Context: an optimization exercise on an open-source flow, tuned for small area, a short achievable clock period and few clock cycles. The choices shown serve that exercise and are no tape-out recipe. At most, simulation tests tie the RTL to the original design; equivalence was not proved. Power and IR drop assume default switching activity.

==> module GCD, before the edit <==
module GCD #(parameter WIDTH = 16) (clk,a,b,start,gcd,done);
    input clk;
    input [WIDTH-1:0] a;
    input [WIDTH-1:0] b;
    input start;
    output [WIDTH-1:0] gcd;
    output done;
    localparam KW = 4;    
    reg [WIDTH-1:0] x, y;
    reg [KW-1:0] k;
    function [KW-1:0] ctz;
        input [WIDTH-1:0] v;
        integer i;
        begin
            ctz = 0;
            for (i = WIDTH-1; i >= 0; i = i - 1)
                if (v[i]) ctz = i;
        end
    endfunction
    wire [WIDTH-1:0] kh = {{(WIDTH-1){1'b0}}, 1'b1} << k;
    wire [WIDTH-1:0] kh1 = {kh[WIDTH-2:0], 1'b0};
    wire [WIDTH-1:0] e = x ^ y;
    wire nx = ~|(x & kh);
    wire ny = ~|(y & kh);
    wire x1 = |(x & kh1);
    wire y1 = |(y & kh1);
    wire e1 = |(e & kh1);
    wire [WIDTH-1:0] p = ~e;
    wire [WIDTH-1:0] g = x & ~y;
    wire [WIDTH-1:0] G, P;        
    gcd_prefix #(WIDTH) u_pfx (.g(g), .p(p), .G(G), .P(P));
    wire neg = ~(G[WIDTH-1] | P[WIDTH-1]);    
    wire [WIDTH-1:0] Gb = {G[WIDTH-2:0], 1'b0};
    wire [WIDTH-1:0] Pb = {P[WIDTH-2:0], 1'b1};
    wire [WIDTH-1:0] ad = p ^ (neg ? ~Gb : (Gb | Pb));
    wire busy = ~P[WIDTH-1];
    wire sub = busy & ~nx & ~ny;
    wire [WIDTH-1:0] v = nx ? x : ny ? y : ad;
    wire s1 = nx ? x1 : ny ? y1 : e1;
    wire [WIDTH-1:0] r = s1 ? {1'b0, v[WIDTH-1:1]} : {2'b00, v[WIDTH-1:2]};
    always @(posedge clk) begin
        if (start) begin
            x <= a;
            y <= b;
            k <= ctz(a | b);
        end else begin
            if (nx | (sub & ~neg))
                x <= r;
            if (ny | (sub & neg))
                y <= r;
        end
    end
    assign gcd = x;
    assign done = ~busy;
endmodule
make LEC_CHECK=0 CAP_MARGIN=20 CORE_MARGIN=2 CORE_UTILIZATION=40 GPL_TIMING_DRIVEN=0 SLEW_MARGIN=20 SYNTH_HIERARCHICAL=1 finish   # period 3.0 ns
run.sh (not shown) runs the stock make flow with config.mk's settings and CLKGATE_MAP_FILE= SYNTH_SCRIPT=/design/flow/synth_recipe.tcl, a recipe that flattens the netlist after the stock synthesis.
The starting point produced a layout that fails on setup timing.
Rerun with:
--- a/flow/design.v
+++ b/flow/design.v
@@ -25,5 +25,5 @@
     wire x1 = |(x & kh1);
     wire y1 = |(y & kh1);
-    wire e1 = |(e & kh1);
+    wire e1 = x1 ^ y1;                  
     wire [WIDTH-1:0] p = ~e;
     wire [WIDTH-1:0] g = x & ~y;
@@ -31,23 +31,29 @@
     gcd_prefix #(WIDTH) u_pfx (.g(g), .p(p), .G(G), .P(P));
     wire neg = ~(G[WIDTH-1] | P[WIDTH-1]);    
+    wire busy = ~P[WIDTH-1];                  
     wire [WIDTH-1:0] Gb = {G[WIDTH-2:0], 1'b0};
     wire [WIDTH-1:0] Pb = {P[WIDTH-2:0], 1'b1};
-    wire [WIDTH-1:0] ad = p ^ (neg ? ~Gb : (Gb | Pb));
-    wire busy = ~P[WIDTH-1];
+    wire [WIDTH-1:0] dxy = p ^ (Gb | Pb);
+    wire [WIDTH-1:0] dyx = ~(p ^ Gb);
     wire sub = busy & ~nx & ~ny;
-    wire [WIDTH-1:0] v = nx ? x : ny ? y : ad;
-    wire s1 = nx ? x1 : ny ? y1 : e1;
-    wire [WIDTH-1:0] r = s1 ? {1'b0, v[WIDTH-1:1]} : {2'b00, v[WIDTH-1:2]};
+    wire [WIDTH-1:0] rx = e1 ? {1'b0, dxy[WIDTH-1:1]} : {2'b00, dxy[WIDTH-1:2]};
+    wire [WIDTH-1:0] ry = e1 ? {1'b0, dyx[WIDTH-1:1]} : {2'b00, dyx[WIDTH-1:2]};
+    wire [WIDTH-1:0] xn = x1 ? {1'b0, x[WIDTH-1:1]} : {2'b00, x[WIDTH-1:2]};
+    wire [WIDTH-1:0] yn = y1 ? {1'b0, y[WIDTH-1:1]} : {2'b00, y[WIDTH-1:2]};
+    wire wx = sub & ~neg;
+    wire wy = sub & neg;
+    wire [WIDTH-1:0] nxt_x = ({WIDTH{start}} & a) |
+                             ({WIDTH{~start & nx}} & xn) |
+                             ({WIDTH{~start & ~nx & wx}} & rx) |
+                             ({WIDTH{~start & ~nx & ~wx}} & x);
+    wire [WIDTH-1:0] nxt_y = ({WIDTH{start}} & b) |
+                             ({WIDTH{~start & ny}} & yn) |
+                             ({WIDTH{~start & ~ny & wy}} & ry) |
+                             ({WIDTH{~start & ~ny & ~wy}} & y);
     always @(posedge clk) begin
-        if (start) begin
-            x <= a;
-            y <= b;
+        x <= nxt_x;
+        y <= nxt_y;
+        if (start)
             k <= ctz(a | b);
-        end else begin
-            if (nx | (sub & ~neg))
-                x <= r;
-            if (ny | (sub & neg))
-                y <= r;
-        end
     end
     assign gcd = x;
The changed run finished clean.
Cell area fell by 7.4%.
Fmax came out higher by 8.3%.
Hold slack got worse by 370 ps.
Wire length rose by 3.9%.
Non-clock buffer count fell by 39.
Via count climbs by 3.8%.
Worst setup slack gets better by 240 ps.
Combinational power drops by 41%.
Sequential power went down by about 20%.
Clock-buffer cell count is higher by 3.
Testbench counts after the change, summed over its fixed seeds: cycles 36,528.
The RTL of the first run of this note was laid out without a check of its function.

## afterwards: timing with drivers on the ports
Ports are ideal in the flow. The routed layouts listed here were re-timed in OpenROAD. Step 1: set_driving_cell puts a clkbuf_16 on clk and a buf_2 on each other input, an assumption about the parent block. Step 2, shift: input delay + t, output delay - t, t = (earliest + latest rising clock arrival at the registers) / 2. This alone moves slack from input paths to output paths. Slacks: ideal ports / drivers / drivers and shift; pairs: ideal ports / drivers.
run | t, ns | slack for setup (ns) | worst setup path after step 2 | worst slew at a driven data input, ns | cell pins on the clock port's net
the first run | 0.319 | -0.114 / -0.114 / -0.114 | register to register | 0.03 | 1
the second run | 0.325 | 0.126 / 0.126 / 0.092 | input to register | 0.04 | 1
The setup slack of the second run, which loses most, moves by 0.000 ns with the drivers and by -0.034 ns with both steps.
